What follows belongs to an exercise in optimizing a design on an open flow for small area; a production flow would make more cautious choices. At most, simulation tests tie the RTL to the original design; equivalence was not proved. Power and IR drop assume default switching activity.

## build 93
// axisafety
module axisafety (
		output	reg		o_read_fault,
		output	reg		o_write_fault,
		input	wire		S_AXI_ACLK,
		input	wire		S_AXI_ARESETN,
		output	reg		M_AXI_ARESETN,
		output	wire		comb_aresetn,
		input	wire		ext_resetn,
		output	wire		channel_up,
		input	wire [5:0]	S_AXI_AWID,
		input	wire [27:0]	S_AXI_AWADDR,
		input	wire [7:0]	S_AXI_AWLEN,
		input	wire [2:0]	S_AXI_AWSIZE,
		input	wire [1:0]	S_AXI_AWBURST,
		input	wire		S_AXI_AWLOCK,
		input	wire [3:0]	S_AXI_AWCACHE,
		input	wire [2:0]	S_AXI_AWPROT,
		input	wire [3:0]	S_AXI_AWQOS,
		input	wire		S_AXI_AWVALID,
		output	reg		S_AXI_AWREADY,
		input	wire [31:0]	S_AXI_WDATA,
		input	wire [3:0]	S_AXI_WSTRB,
		input	wire		S_AXI_WLAST,
		input	wire		S_AXI_WVALID,
		output	reg		S_AXI_WREADY,
		output	wire [5:0]	S_AXI_BID,
		output	reg [1:0]	S_AXI_BRESP,
		output	reg		S_AXI_BVALID,
		input	wire		S_AXI_BREADY,
		input	wire [5:0]	S_AXI_ARID,
		input	wire [27:0]	S_AXI_ARADDR,
		input	wire [7:0]	S_AXI_ARLEN,
		input	wire [2:0]	S_AXI_ARSIZE,
		input	wire [1:0]	S_AXI_ARBURST,
		input	wire		S_AXI_ARLOCK,
		input	wire [3:0]	S_AXI_ARCACHE,
		input	wire [2:0]	S_AXI_ARPROT,
		input	wire [3:0]	S_AXI_ARQOS,
		input	wire		S_AXI_ARVALID,
  ...
For scale: roughly 330 flip-flops, roughly 11000 um^2 of cells after synthesis.
export LEC_CHECK = 0
export CAP_MARGIN = 20
export CORE_MARGIN = 2
export CORE_UTILIZATION = 40
export CTS_BUF_LIST = sky130_fd_sc_hd__clkbuf_8
export CTS_CLUSTER_DIAMETER = 40
export CTS_CLUSTER_SIZE = 20
export SLEW_MARGIN = 20
create_clock -name core_clock -period 10.0 [get_ports {S_AXI_ACLK}]
standard.sh (not shown) runs the stock make flow with config.mk's settings and CLKGATE_MAP_FILE= SYNTH_SCRIPT=/design/flow/synth_recipe.tcl, a recipe that flattens the netlist after the stock synthesis.
==> flow/flow/run.sh <==
#!/bin/bash
# Standard ORFS layout (standard.sh), with two changes:
#  - synthesis maps the logic with an area-oriented ABC script (flow/synth.tcl);
#  - the port buffers are the smallest buffer cell, sky130_fd_sc_hd__buf_1.
# All of the ORFS tools' output goes to orfs_make.log here, and each step's
# own log stays under orfs/logs/.
set -euo pipefail
export FLOW_WORK="$PWD"
bash standard.sh "SYNTH_SCRIPT=$FLOW_WORK/flow/synth.tcl" \
  "BUFFER_PORTS_ARGS=-buffer_cell sky130_fd_sc_hd__buf_1" finish > orfs_make.log 2>&1
==> flow/flow/abc_area.script <==
strash
dch -f
amap -F 5 -A 5
mfs2
strash
dch -f
amap -F 5 -A 5
==> flow/flow/synth.tcl <==
# The standard flow's synthesis (synth_recipe.tcl, unchanged), with ABC's technology
# mapping run with an area-oriented script (flow/abc_area.script) in place
# of ORFS's default one.  Registers are mapped before ABC runs, so they
# are the standard synthesis's, with the same names and cells.
proc abc {args} {
  set i [lsearch -exact $args -script]
  if {$i >= 0} {
    lset args [expr {$i + 1}] $::env(FLOW_WORK)/flow/abc_area.script
  }
  yosys abc {*}$args
}
source $::env(FLOW_WORK)/synth_recipe.tcl
## Diff of input files: build 3 against build 93
# build 93
export LEC_CHECK = 0
export CAP_MARGIN = 20
export CORE_MARGIN = 2
export CORE_UTILIZATION = 40
export CTS_BUF_LIST = sky130_fd_sc_hd__clkbuf_8
export CTS_CLUSTER_DIAMETER = 40
export CTS_CLUSTER_SIZE = 20
export SLEW_MARGIN = 20
create_clock -name core_clock -period 10.0 [get_ports {S_AXI_ACLK}]
# build 3
export LEC_CHECK = 0
export CAP_MARGIN = 20
export CORE_MARGIN = 2
export CORE_UTILIZATION = 40
export CTS_BUF_LIST = sky130_fd_sc_hd__clkbuf_4
export CTS_CLUSTER_DIAMETER = 50
export CTS_CLUSTER_SIZE = 10
export SLEW_MARGIN = 20
create_clock -name core_clock -period 10.0 [get_ports {S_AXI_ACLK}]
--- outcome ---
The delay of the slowest cell on the worst path on build 3 is in line with that on build 93. Compared with build 93, build 3 shows a clock distribution power that is 35% lower. Number of vias after detailed routing delta (build 3 -> build 93): insignificant. Build 93 -> build 3: total power of the final layout decreased by more than 10%. Looking at build 3 and build 93, the net total in the final layout is a wash. The worst reg-to-reg setup slack of build 3 is lower than that of build 93. Post-route worst hold slack: build 3 better than build 93. Diff build 93..build 3 | required time of the worst setup path | negligible. From build 93 to build 3 the numbers moved as follows: CTS buffer count went down by 6.8%; number of cells in the finished layout apart from fillers went down by 6.
Here is what was changed in the inputs of build 17 compared with build 3.
# build 3
export LEC_CHECK = 0
export CAP_MARGIN = 20
export CORE_MARGIN = 2
export CORE_UTILIZATION = 40
export CTS_BUF_LIST = sky130_fd_sc_hd__clkbuf_4
export CTS_CLUSTER_DIAMETER = 50
export CTS_CLUSTER_SIZE = 10
export SLEW_MARGIN = 20
create_clock -name core_clock -period 10.0 [get_ports {S_AXI_ACLK}]
# build 17
export LEC_CHECK = 0
export CAP_MARGIN = 20
export CORE_MARGIN = 2
export CORE_UTILIZATION = 40
export CTS_BUF_LIST = sky130_fd_sc_hd__clkbuf_16
export CTS_CLUSTER_DIAMETER = 40
export CTS_CLUSTER_SIZE = 30
export SLEW_MARGIN = 20
create_clock -name core_clock -period 10.0 [get_ports {S_AXI_ACLK}]
## What came out
On build 17: global-route usage is 0.20 points higher than what build 3 gave. Max fraction of the cycle the final worst path needs across build 3 and build 17: build 3. When the final numbers for build 3 and build 17 were put side by side, the initial antenna violation count turned out to be greater in build 3. Changes observed in build 17 relative to build 3: count of TritonRoute iterations in the first routing pass has decreased; final core area utilization shows an increase of 3.4 points; met1 usage grew by 0.46 points; total wire length went up by 270 um. Relative to build 3, slew at the pin closest to its max-slew limit has gone up in build 17. Note that the total non-filler cell area in the finished layout recorded for build 17 amounts to 1.07 times the value seen in build 3. Compared to build 3, build 17 shows a wider setup margin. Build 17 supports a higher top clock frequency than build 3.
No functional check of the RTL was part of any run of this note.


Another version of the RTL of axisafety (not shown whole).
Size in the first run: roughly 740 cells after synthesis, roughly 330 flip-flops, ~440 I/O pins, roughly 11000 µm² of cells after synthesis.
==> flow/config.mk <==
export PLATFORM = sky130hd
export DESIGN_NAME = axisafety
export DESIGN_NICKNAME = axisafety
export VERILOG_FILES = /design/flow/design.v
export SDC_FILE = /design/flow/constraint.sdc
export NUM_CORES = 4
export LEC_CHECK = 0
export CAP_MARGIN = 20
export CORE_MARGIN = 2
export CORE_UTILIZATION = 65
export SLEW_MARGIN = 20
==> flow/constraint.sdc <==
create_clock -name core_clock -period 10.0 [get_ports {S_AXI_ACLK}]
set_input_delay 2.0000 -clock core_clock [delete_from_list [all_inputs] [get_ports {S_AXI_ACLK}]]
set_output_delay 2.0000 -clock core_clock [all_outputs]
set_load 0.01 [all_outputs]
==> flow/flow/run.sh <==
#!/bin/bash
# Standard ORFS layout (standard.sh), with these changes:
#  - synthesis maps the logic with an area-oriented ABC script (flow/synth.tcl);
#  - the port buffers are the smallest buffer cell, sky130_fd_sc_hd__buf_1;
#  - clock tree synthesis uses small clock buffers, without dummy loads.
# All of the ORFS tools' output goes to orfs_make.log here, and each step's
# own log stays under orfs/logs/.
set -euo pipefail
export FLOW_WORK="$PWD"
bash standard.sh "SYNTH_SCRIPT=$FLOW_WORK/flow/synth.tcl" \
  "BUFFER_PORTS_ARGS=-buffer_cell sky130_fd_sc_hd__buf_1" \
  "CTS_ARGS=-sink_clustering_enable -repair_clock_nets -sink_clustering_size 10 -sink_clustering_max_diameter 50 -buf_list sky130_fd_sc_hd__clkbuf_4 -dont_use_dummy_load" \
  finish > orfs_make.log 2>&1
Scripts as last shown in full above: flow/flow/abc_area.script, flow/flow/synth.tcl
The starting point went through all stages and came out clean.
Rerun with:
--- a/flow/flow/run.sh
+++ b/flow/flow/run.sh
@@ -12 +12 @@
-  "CTS_ARGS=-sink_clustering_enable -repair_clock_nets -sink_clustering_size 10 -sink_clustering_max_diameter 50 -buf_list sky130_fd_sc_hd__clkbuf_4 -dont_use_dummy_load" \
+  "CTS_ARGS=-sink_clustering_enable -repair_clock_nets -sink_clustering_size 11 -sink_clustering_max_diameter 35 -buf_list sky130_fd_sc_hd__clkbuf_4 -dont_use_dummy_load" \
CORE_UTILIZATION = 40   (was 65)
Result:
- final cell count rose by roughly a tenth
- count of clock-buffer cells in the layout rises by 11
- setup slack gains 26 ps
Rerun with:
--- a/flow/flow/run.sh
+++ b/flow/flow/run.sh
@@ -12 +12 @@
-  "CTS_ARGS=-sink_clustering_enable -repair_clock_nets -sink_clustering_size 11 -sink_clustering_max_diameter 35 -buf_list sky130_fd_sc_hd__clkbuf_4 -dont_use_dummy_load" \
+  "CTS_ARGS=-sink_clustering_enable -repair_clock_nets -sink_clustering_size 6 -sink_clustering_max_diameter 30 -buf_list sky130_fd_sc_hd__clkbuf_2 -dont_use_dummy_load" \
- final area hardly moves
- routed wire length rose by 1.2%
- via count rose by 0.50%
- power is about the same
- area after synthesis does not change
- core utilization is about the same
- register-to-register slack got worse by 50 ps
- setup slack got worse by 150 ps
Rerun with:
--- a/flow/flow/run.sh
+++ b/flow/flow/run.sh
@@ -12 +12 @@
-  "CTS_ARGS=-sink_clustering_enable -repair_clock_nets -sink_clustering_size 6 -sink_clustering_max_diameter 30 -buf_list sky130_fd_sc_hd__clkbuf_2 -dont_use_dummy_load" \
+  "CTS_ARGS=-sink_clustering_enable -repair_clock_nets -sink_clustering_size 10 -sink_clustering_max_diameter 50 -buf_list sky130_fd_sc_hd__clkbuf_4 -dont_use_dummy_load" \
Result:
- The new run finished clean
- setup slack improves by 170 ps
- global-route usage decreases by 0.29 points
- first-iteration DRC count goes up by 15%
- wire length falls by 0.87%
- clock power drops by 7.7%
- maximum frequency rises by 4.1%

==> what the ideal ports hide <==
Ports are ideal in the flow. The routed layouts listed here were re-timed in OpenROAD. Step 1, drivers: a clkbuf_16 drives S_AXI_ACLK and a buf_2 each remaining input, both assumed. Step 2 times the ports against the registers' clock, not the clock port: input delays grow and output delays shrink by t, the midpoint of the rising clock arrivals with the driver on. Three values: ideal, step 1, step 2; two values: the first two.
run | t, ns | setup slack, ns | worst setup path after step 2 | clock arrival spread, ns | slew at the worst register clock pin (ns)
build 93 | 0.583 | 6.040 / 5.998 / 5.936 | input to register | 0.032 / 0.032 | 0.09 / 0.09
build 3 | 0.680 | 5.905 / 5.860 / 5.942 | input to register | 0.063 / 0.064 | 0.12 / 0.12
build 17 | 0.562 | 6.067 / 6.020 / 5.936 | input to register | 0.021 / 0.022 | 0.06 / 0.06
the first run of note 2 | 0.650 | 5.947 / 5.919 / 5.691 | input to register | 0.037 / 0.038 | 0.11 / 0.11
the second run of note 2 | 0.687 | 5.973 / 5.928 / 5.694 | input to register | 0.057 / 0.058 | 0.11 / 0.11
the third run of note 2 | 0.789 | 5.818 / 5.776 / 5.634 | input to register | 0.133 / 0.133 | 0.11 / 0.11
the fourth run of note 2 | 0.662 | 5.985 / 5.942 / 5.562 | input to register | 0.049 / 0.050 | 0.11 / 0.11
After both steps every run listed still meets setup and hold. The setup slack of the fourth run of note 2, which loses most, moves by -0.043 ns with the drivers and by -0.423 ns with both steps.
